Source: an optimization exercise on an open RTL-to-GDS flow (aim: small area and a short achievable clock period). Production flows keep margins and buffers that such runs may drop. Where RTL was checked, it was by simulation tests only, not by an equivalence proof against the original.

Setup of the previous run:
Design PE, start of the top module:
module PE (input [31:0] x, input [31:0] w, input [31:0] acc, output reg [31:0] res, input clk, output reg [31:0] wout);
==> module adder32, before the edit <==
module adder32 (input sx, input sy, input [7:0] ex, input [22:0] fx,
                input [26:0] sh, input d_0, input d_le1,
                input r_nan, input r_inf, input r_zz, input r_pass,
                output reg [31:0] z);
  wire        sub = sx ^ sy;
  wire        a_eq = d_0 & (fx == sh[25:3]);
  wire [26:0] mx  = {1'b1, fx, 3'b000};
  wire [27:0] t   = sub ? ({1'b0, mx} - {1'b0, sh}) : ({1'b0, mx} + {1'b0, sh});
  wire        c   = t[27];
  wire        n1  = ~t[27] & ~t[26];
  wire [23:0] mf  = c ? t[27:4] : (n1 ? {t[25:4], t[2], 1'b0} : {t[26:4], t[2]});
  wire        gf  = c ? t[3] : t[2];
  wire        rf  = c ? t[2] : t[1];
  wire        stf = c ? (t[1] | t[0]) : t[0];
  wire        incf = gf & (rf | stf | mf[0]);
  wire        ecf;
  wire [8:0]  exm = {1'b0, ex} - 9'd1;
  wire [8:0]  ex1 = {1'b0, ex} + 9'd1;
  wire [8:0]  ex2 = {1'b0, ex} + 9'd2;
  wire [7:0]  ef0 = c ? ex1[7:0] : (n1 ? exm[7:0] : ex);
  wire [7:0]  ef1 = c ? ex2[7:0] : (n1 ? ex : ex1[7:0]);
  wire        uf0 = ~c & (n1 ? (ex < 8'd2) : (ex == 8'd0));
  wire        uf1 = ~c & n1 & (ex == 8'd0);
  wire        of0 = c & (ex == 8'd254);
  wire        of1 = c ? (ex >= 8'd253) : (~n1 & (ex == 8'd254));
  wire [7:0]  ef  = ecf ? ef1 : ef0;
  wire        uff = ecf ? uf1 : uf0;
  wire        off = ecf ? of1 : of0;
  wire [24:0] xn  = {1'b1, fx, 1'b0};
  wire [24:0] yn  = sh[26:2];
  wire [25:0] t1  = {1'b0, xn} - {1'b0, yn};
  wire [25:0] t2  = {1'b0, yn} - {1'b0, xn};
  wire        neg = t1[25];
  wire [24:0] tn  = neg ? t2[24:0] : t1[24:0];
  wire        sn  = neg ? sy : sx;
  wire [23:0] mn  = {tn[24:2], tn[0]};
  wire [23:0] m1  = {t1[24:2], t1[0]};
  wire [23:0] m2  = {t2[24:2], t2[0]};
  reg  [4:0]  lz1, lz2;
  integer i;
  always @* begin
    lz1 = 5'd24;
    lz2 = 5'd24;
    for (i = 0; i < 24; i = i + 1) begin
      if (m1[i]) lz1 = 5'd23 - i[4:0];
      if (m2[i]) lz2 = 5'd23 - i[4:0];
    end
  end
  wire [4:0]  lz   = neg ? lz2 : lz1;
  wire [23:0] mnn  = mn << lz;
  wire        lz0  = mn[23];
  wire [8:0]  exl  = {1'b0, ex} - {4'd0, lz};
  wire [7:0]  en   = lz0 ? ex : exl[7:0];
  reg  [23:0] topmask;
  integer n;
  always @* begin
    for (n = 0; n < 24; n = n + 1)
      topmask[n] = ({1'b0, ex} > (9'd23 - n));
  end
  wire        ufn  = ~|(mn & topmask) & ((|mn) | (ex < 8'd25));
  wire        ofn  = 1'b0;
  wire        near = sub & d_le1;
  wire [23:0] mi  = near ? mn : mf;
  wire        ii  = near ? tn[0] : incf;
  wire [23:0] mi1 = mi + {23'd0, ii};
  assign ecf = incf & (mf == 24'hfffffe);
  wire        sr = near ? sn : sx;
  wire [23:0] mr = (near & ~lz0) ? mnn : mi1;
  wire [7:0]  er = near ? en : ef;
  wire        uf = near ? ufn : uff;
  wire        of = near ? ofn : off;
  always @* begin
    if (r_nan)
      z = 32'hffc00000;
    else if (r_inf)
      z = {sx, 8'hff, 23'd0};
    else if (r_zz)
      z = {sx & sy, 31'd0};
    else if (r_pass)
      z = {sx, ex, fx};
    else if (a_eq & sub)
      z = 32'd0;
    else if (uf)
      z = 32'd0;
    else if (of)
      z = {sr, 8'hff, 23'd0};
    else
      z = {sr, er, mr[22:0]};
  end
endmodule
clock: 18.0 ns
lec_check: 0
cap_margin: 20
core_margin: 2
core_utilization: 60
slew_margin: 20
synth_hierarchical: 1
synth_minimum_keep_size: 0
standard.sh (not shown) runs the stock make flow with config.mk's settings and CLKGATE_MAP_FILE= SYNTH_SCRIPT=/design/flow/synth_recipe.tcl, a recipe that flattens the netlist after the stock synthesis.
==> flow/flow/run.sh <==
#!/bin/bash
# The standard layout, with two changes to how it is made:
# - repair_timing is asked to keep a setup margin (flow/margin.txt, in ns), so
#   that the timing repair also works on paths that already meet the clock;
# - the port buffers that buffer_ports inserts on every input and output are
#   sky130_fd_sc_hd__buf_2 cells instead of its default delay-buffer cell.
# make's full output goes to flow_make.log; each ORFS step keeps its own log
# under orfs/logs.
set -euo pipefail
MARGIN=$(cat flow/margin.txt)
bash standard.sh SETUP_SLACK_MARGIN=$MARGIN \
  "BUFFER_PORTS_ARGS=-buffer_cell sky130_fd_sc_hd__buf_2" finish > flow_make.log 2>&1
==> flow/flow/margin.txt <==
11
The previous run went all the way through synthesis, placement and routing and the layout is clean on timing, DRC and antenna.
[inputs] the current run vs the previous run
--- a/flow/design.v
+++ b/flow/design.v
@@ -1726,21 +1726,15 @@
   wire        neg = t1[25];
   wire [24:0] tn  = neg ? t2[24:0] : t1[24:0];
   wire        sn  = neg ? sy : sx;
   wire [23:0] mn  = {tn[24:2], tn[0]};
-  wire [23:0] m1  = {t1[24:2], t1[0]};
-  wire [23:0] m2  = {t2[24:2], t2[0]};
-  reg  [4:0]  lz1, lz2;
+  reg  [4:0]  lz;
   integer i;
   always @* begin
-    lz1 = 5'd24;
-    lz2 = 5'd24;
-    for (i = 0; i < 24; i = i + 1) begin
-      if (m1[i]) lz1 = 5'd23 - i[4:0];
-      if (m2[i]) lz2 = 5'd23 - i[4:0];
-    end
+    lz = 5'd24;
+    for (i = 0; i < 24; i = i + 1)
+      if (mn[i]) lz = 5'd23 - i[4:0];
   end
-  wire [4:0]  lz   = neg ? lz2 : lz1;
   wire [23:0] mnn  = mn << lz;
   wire        lz0  = mn[23];
   wire [8:0]  exl  = {1'b0, ex} - {4'd0, lz};
   wire [7:0]  en   = lz0 ? ex : exl[7:0];
- Looking at source of the critical timing path, the acc[23] result is from the current run; the acc[25] one comes from the previous run.
- [compare] base=the previous run new=the current run: number of buffers outside the clock class in the layout now sits lower; synthesized area saw a decrease.
- The final reports for the current run and the previous run show area share of buffers outside the clock network lower in the former.
- Of the previous run and the current run, the previous run shows the higher initial standard-cell utilization of the core, with the current run below it.
- Changes observed in the current run relative to the previous run: share of the clock period used by the worst path after layout saw little to no change; total routed wire length on the met1 layer decreased 5.1%; global-route usage decreased by 1.4 points relative to the old numbers; met3 track utilization from global routing went down 0.58 points; via count of the first global-routing pass shrank by 2542.
- Detailed placement HPWL of the current run falls short of that of the previous run by a little under 10%.
- Number of CTS-inserted buffers ends up lower on the previous run.
- Changes observed in the current run relative to the previous run: wire length of the first global-routing pass went down, routed wire length went down.

* * *

Setup of run 5:
Another version of the RTL of PE (not shown whole).
For scale: roughly 160 I/O pins, ~0.039 sq mm of cells after synthesis.
==> module mul_a, before the edit <==
module mul_a (input [31:0] a, input [31:0] b,
              output [47:15] sn,     
              output [47:15] cn,     
              output        c15,     
              output [8:0]  e2,      
              output        s,       
              output        in_nan,  
              output        in_inf,  
              output        in_zero, 
              output        st);     
  wire [7:0] ea = a[30:23];
  wire [7:0] eb = b[30:23];
  wire       fa_nz = |a[22:0];
  wire       fb_nz = |b[22:0];
  wire       a_max = &ea;
  wire       b_max = &eb;
  wire       a_zero = ~|ea & ~fa_nz;
  wire       b_zero = ~|eb & ~fb_nz;
  wire [47:0] sn_all, cn_all;
  mul24 u_mul (.a({1'b1, a[22:0]}), .b({1'b1, b[22:0]}), .sn(sn_all), .cn(cn_all));
  assign sn = sn_all[47:15];
  assign cn = cn_all[47:15];
  wire [15:0] low = {1'b0, ~sn_all[14:0]} + {1'b0, ~cn_all[14:0]};
  assign c15 = low[15];
  assign s       = a[31] ^ b[31];
  assign e2      = {1'b0, ea} + {1'b0, eb};
  assign in_nan  = (a_max & fa_nz) | (b_max & fb_nz) | (a_max & b_zero) | (b_max & a_zero);
  assign in_inf  = a_max | b_max;
  assign in_zero = a_zero | b_zero;
  reg  [4:0]  tza, tzb;
  integer i;
  always @* begin
    tza = 5'd23;
    tzb = 5'd23;
    for (i = 22; i >= 0; i = i - 1) begin
      if (a[i]) tza = i[4:0];
      if (b[i]) tzb = i[4:0];
    end
  end
  wire [5:0]  tz = {1'b0, tza} + {1'b0, tzb};
  assign st = tz < 6'd22;
endmodule
==> module mul_b, before the edit <==
module mul_b (input [47:15] sn, input [47:15] cn, input c15, input [8:0] e2, input s,
              input in_nan, input in_inf, input in_zero, input st,
              output        zs,      
              output [7:0]  ze,      
              output [22:0] zf,      
              output        zzero,   
              output        zinf,    
              output        znan,    
              output [9:0]  f0,      
              output [1:0]  k);
  wire [47:15] ps = ~sn;
  wire [47:15] pc = ~cn;
  wire [47:15] p = ps + pc + {32'd0, c15};
  wire        hi = p[47];
  wire        g  = p[23];
  wire        r  = p[22];
  wire [47:15] h = ps ^ pc;
  wire [47:15] gg = ps & pc;
  wire [47:16] q = h[47:16] ^ gg[46:15];
  reg  [22:0] q_run;    
  integer j;
  always @* begin
    q_run[0] = 1'b1;
    for (j = 1; j < 23; j = j + 1)
      q_run[j] = &(q[46:25] | ~({22{1'b1}} >> (22 - j)));
  end
  wire        inc_hi = g & (r | st | p[24]);
  wire        inc_lo = g & (r | st);
  wire [22:0] carry_hi = {23{inc_hi}} & ({q_run[21:0], 1'b1} & {{22{p[24]}}, 1'b1});
  wire [22:0] f_hi = p[46:24] ^ carry_hi;
  wire [22:0] f_lo = {p[45:24], inc_lo};
  wire        ones_46_26 = &q[46:26];
  wire        ec_lo = inc_lo & p[24] & q[25] & ones_46_26;
  wire        ec = ~hi & ec_lo;
  wire [9:0]  tm = {1'b0, e2} - 10'd1;
  wire [9:0]  t0 = {1'b0, e2};
  wire [9:0]  tp = {1'b0, e2} + 10'd1;
  wire        uf_m = tm[9] | (tm < 10'd127);
  wire        uf_0 = t0 < 10'd127;
  wire        uf_p = tp < 10'd127;
  wire        of_m = ~tm[9] & (tm > 10'd380);
  wire        of_0 = t0 > 10'd380;
  wire        of_p = tp > 10'd380;
  assign k   = {1'b0, hi} + {1'b0, ec};
  wire        uf = (k == 2'd0) ? uf_m : (k == 2'd1) ? uf_0 : uf_p;
  wire        of = (k == 2'd0) ? of_m : (k == 2'd1) ? of_0 : of_p;
  wire [7:0]  ec0 = tm[7:0] + 8'd130;
  wire [7:0]  ec1 = t0[7:0] + 8'd130;
  wire [7:0]  ec2 = tp[7:0] + 8'd130;
  assign f0  = tm - 10'd126;
  assign znan  = in_nan;
  assign zinf  = ~in_nan & (in_inf | (~in_zero & ~uf & of));
  assign zzero = ~in_nan & ~in_inf & (in_zero | uf);
  assign zs = in_nan | (s & ~(~in_inf & ~in_zero & uf));
  assign ze = (k == 2'd0) ? ec0 : (k == 2'd1) ? ec1 : ec2;
  assign zf = hi ? f_hi : f_lo;
endmodule
==> module PE, before the edit <==
module PE (input [31:0] x, input [31:0] w, input [31:0] acc, output reg [31:0] res, input clk, output reg [31:0] wout);
  wire [47:15] sn, cn;
  wire        c15;
  wire [8:0]  e2;
  wire        ms, mnan, minf, mzero, mst;
  reg  [47:15] sn_q, cn_q;
  reg         c15_q;
  reg  [8:0]  e2_q;
  reg         ms_q, mnan_q, minf_q, mzero_q, mst_q;
  mul_a ma (.a(x), .b(w), .sn(sn), .cn(cn), .c15(c15), .e2(e2), .s(ms), .in_nan(mnan), .in_inf(minf),
            .in_zero(mzero), .st(mst));
  wire        ps, pzero, pinf, pnan;
  wire [7:0]  pe;
  wire [22:0] pf;
  wire [9:0]  f0;
  wire [1:0]  k;
  wire        sx, sy, rnan, rinf, rzz, rpass;
  wire [7:0]  ex, d;
  wire [22:0] fx;
  wire [26:0] sh;
  reg         sx_q, sy_q, rnan_q, rinf_q, rzz_q, rpass_q;
  reg  [7:0]  ex_q, d_q;
  reg  [22:0] fx_q;
  reg  [26:0] sh_q;
  mul_b mb (.sn(sn_q), .cn(cn_q), .c15(c15_q), .e2(e2_q), .s(ms_q), .in_nan(mnan_q), .in_inf(minf_q),
            .in_zero(mzero_q), .st(mst_q), .zs(ps), .ze(pe), .zf(pf), .zzero(pzero), .zinf(pinf),
            .znan(pnan), .f0(f0), .k(k));
  add_pre p1 (.as(ps), .ae(pe), .af(pf), .a_zero(pzero), .a_inf(pinf), .a_nan(pnan),
              .f0(f0), .k(k), .b(acc), .sx(sx), .sy(sy), .ex(ex), .fx(fx), .sh(sh), .d(d),
              .r_nan(rnan), .r_inf(rinf), .r_zz(rzz), .r_pass(rpass));
  wire [31:0] sum;
  adder32 a1 (.sx(sx_q), .sy(sy_q), .ex(ex_q), .fx(fx_q), .sh(sh_q), .d(d_q),
              .r_nan(rnan_q), .r_inf(rinf_q), .r_zz(rzz_q), .r_pass(rpass_q), .z(sum));
  always @(posedge clk) begin
    wout    <= w;
    sn_q    <= sn;
    cn_q    <= cn;
    c15_q   <= c15;
    e2_q    <= e2;
    ms_q    <= ms;
    mnan_q  <= mnan;
    minf_q  <= minf;
    mzero_q <= mzero;
    mst_q   <= mst;
    sx_q    <= sx;
    sy_q    <= sy;
    ex_q    <= ex;
    fx_q    <= fx;
    sh_q    <= sh;
    d_q     <= d;
    rnan_q  <= rnan;
    rinf_q  <= rinf;
    rzz_q   <= rzz;
    rpass_q <= rpass;
    res     <= sum;
  end
endmodule
clock: 18.0 ns
lec_check: 0
cap_margin: 20
core_margin: 2
core_utilization: 60
slew_margin: 20
synth_hierarchical: 1
synth_minimum_keep_size: 0
==> flow/flow/run.sh <==
#!/bin/bash
# The standard layout, with repair_timing asked to keep a setup margin, so that
# the timing repair also works on paths that already meet the 18 ns clock.
set -euo pipefail
MARGIN=$(cat flow/margin.txt)
bash standard.sh SETUP_SLACK_MARGIN=$MARGIN finish > flow_make.log 2>&1
Scripts as last shown in full above: flow/flow/margin.txt
--- input diff run 5..run 2 ---
--- a/flow/design.v
+++ b/flow/design.v
@@ -1,9 +1,8 @@
 module mul_a (input [31:0] a, input [31:0] b,
-              output [47:15] sn,     
-              output [47:15] cn,     
-              output        c15,     
+              output [47:0] sn,      
+              output [47:0] cn,
               output [8:0]  e2,      
               output        s,       
               output        in_nan,  
               output        in_inf,  
               output        in_zero, 
@@ -14,16 +13,11 @@
   wire       fb_nz = |b[22:0];
   wire       a_max = &ea;
   wire       b_max = &eb;
   wire       a_zero = ~|ea & ~fa_nz;
   wire       b_zero = ~|eb & ~fb_nz;
-  wire [47:0] sn_all, cn_all;
-  mul24 u_mul (.a({1'b1, a[22:0]}), .b({1'b1, b[22:0]}), .sn(sn_all), .cn(cn_all));
-  assign sn = sn_all[47:15];
-  assign cn = cn_all[47:15];
-  wire [15:0] low = {1'b0, ~sn_all[14:0]} + {1'b0, ~cn_all[14:0]};
-  assign c15 = low[15];
+  mul24 u_mul (.a({1'b1, a[22:0]}), .b({1'b1, b[22:0]}), .sn(sn), .cn(cn));
   assign s       = a[31] ^ b[31];
   assign e2      = {1'b0, ea} + {1'b0, eb};
   assign in_nan  = (a_max & fa_nz) | (b_max & fb_nz) | (a_max & b_zero) | (b_max & a_zero);
   assign in_inf  = a_max | b_max;
   assign in_zero = a_zero | b_zero;
@@ -38,29 +32,29 @@
     end
   end
   wire [5:0]  tz = {1'b0, tza} + {1'b0, tzb};
   assign st = tz < 6'd22;
 endmodule
-module mul_b (input [47:15] sn, input [47:15] cn, input c15, input [8:0] e2, input s,
+module mul_b (input [47:0] sn, input [47:0] cn, input [8:0] e2, input s,
               input in_nan, input in_inf, input in_zero, input st,
               output        zs,      
               output [7:0]  ze,      
               output [22:0] zf,      
               output        zzero,   
               output        zinf,    
               output        znan,    
               output [9:0]  f0,      
               output [1:0]  k);
-  wire [47:15] ps = ~sn;
-  wire [47:15] pc = ~cn;
-  wire [47:15] p = ps + pc + {32'd0, c15};
+  wire [47:0] ps = ~sn;
+  wire [47:0] pc = ~cn;
+  wire [47:0] p = ps + pc;
   wire        hi = p[47];
   wire        g  = p[23];
   wire        r  = p[22];
-  wire [47:15] h = ps ^ pc;
-  wire [47:15] gg = ps & pc;
-  wire [47:16] q = h[47:16] ^ gg[46:15];
+  wire [47:0] h = ps ^ pc;
+  wire [47:0] gg = ps & pc;
+  wire [47:0] q = h ^ {gg[46:0], 1'b0};
   reg  [22:0] q_run;    
   integer j;
   always @* begin
     q_run[0] = 1'b1;
     for (j = 1; j < 23; j = j + 1)
@@ -1778,19 +1772,17 @@
     else
       z = {sr, er, mr[22:0]};
   end
 endmodule
 module PE (input [31:0] x, input [31:0] w, input [31:0] acc, output reg [31:0] res, input clk, output reg [31:0] wout);
-  wire [47:15] sn, cn;
-  wire        c15;
+  wire [47:0] sn, cn;
   wire [8:0]  e2;
   wire        ms, mnan, minf, mzero, mst;
-  reg  [47:15] sn_q, cn_q;
-  reg         c15_q;
+  reg  [47:0] sn_q, cn_q;
   reg  [8:0]  e2_q;
   reg         ms_q, mnan_q, minf_q, mzero_q, mst_q;
-  mul_a ma (.a(x), .b(w), .sn(sn), .cn(cn), .c15(c15), .e2(e2), .s(ms), .in_nan(mnan), .in_inf(minf),
+  mul_a ma (.a(x), .b(w), .sn(sn), .cn(cn), .e2(e2), .s(ms), .in_nan(mnan), .in_inf(minf),
             .in_zero(mzero), .st(mst));
   wire        ps, pzero, pinf, pnan;
   wire [7:0]  pe;
   wire [22:0] pf;
   wire [9:0]  f0;
@@ -1801,11 +1793,11 @@
   wire [26:0] sh;
   reg         sx_q, sy_q, rnan_q, rinf_q, rzz_q, rpass_q;
   reg  [7:0]  ex_q, d_q;
   reg  [22:0] fx_q;
   reg  [26:0] sh_q;
-  mul_b mb (.sn(sn_q), .cn(cn_q), .c15(c15_q), .e2(e2_q), .s(ms_q), .in_nan(mnan_q), .in_inf(minf_q),
+  mul_b mb (.sn(sn_q), .cn(cn_q), .e2(e2_q), .s(ms_q), .in_nan(mnan_q), .in_inf(minf_q),
             .in_zero(mzero_q), .st(mst_q), .zs(ps), .ze(pe), .zf(pf), .zzero(pzero), .zinf(pinf),
             .znan(pnan), .f0(f0), .k(k));
   add_pre p1 (.as(ps), .ae(pe), .af(pf), .a_zero(pzero), .a_inf(pinf), .a_nan(pnan),
               .f0(f0), .k(k), .b(acc), .sx(sx), .sy(sy), .ex(ex), .fx(fx), .sh(sh), .d(d),
               .r_nan(rnan), .r_inf(rinf), .r_zz(rzz), .r_pass(rpass));
@@ -1814,11 +1806,10 @@
               .r_nan(rnan_q), .r_inf(rinf_q), .r_zz(rzz_q), .r_pass(rpass_q), .z(sum));
   always @(posedge clk) begin
     wout    <= w;
     sn_q    <= sn;
     cn_q    <= cn;
-    c15_q   <= c15;
     e2_q    <= e2;
     ms_q    <= ms;
     mnan_q  <= mnan;
     minf_q  <= minf;
     mzero_q <= mzero;
==> comparison <==
- Looking at routed wire length, run 2 sits below run 5.
- Against run 5, run 2 reports a final critical-path share of the clock period that is lower.
- Share of final layout cell area taken by clock buffers and inverters was higher in the run labelled run 2.
- On count of non-CTS buffers in the layout, the lower figure sits with run 2, not run 5.
- Summary: with run 5 as the reference, clock-buffer cell count in run 2 moved down by more than 10%.
For run 5, only the layout was checked, not whether the RTL still works.

## what the ideal ports hide
The results above use ideal ports. As a check the final layouts listed here were re-extracted and re-timed, cells and wires unchanged. Step 1, drivers: a clkbuf_16 drives clk and a buf_2 each remaining input, both assumed. Step 2, shift: input delay + t, output delay - t, t = (earliest + latest rising clock arrival at the registers) / 2. This alone moves slack from input paths to output paths. a / b / c = no drivers / after step 1 / after step 2; a / b = the first two.
run	t, ns	setup WS [ns]	worst hold slack (ns)	latest minus earliest clock arrival (ns)	slew at the worst register clock pin (ns)
the previous run	0.639	10.956 / 10.978 / 10.339	0.606 / 0.606 / 0.606	0.029 / 0.029	0.08 / 0.08
the current run	0.659	10.965 / 10.983 / 10.325	0.570 / 0.570 / 0.570	0.031 / 0.031	0.07 / 0.07
run 5	0.655	10.828 / 10.845 / 10.190	0.541 / 0.541 / 0.541	0.041 / 0.041	0.07 / 0.07
run 2	0.661	10.867 / 10.912 / 10.251	0.646 / 0.646 / 0.646	0.023 / 0.023	0.07 / 0.07
After both steps setup and hold are still met in every run listed. For the current run, which loses most, drivers alone change the setup slack by +0.018 ns; drivers and shift together by -0.640 ns.
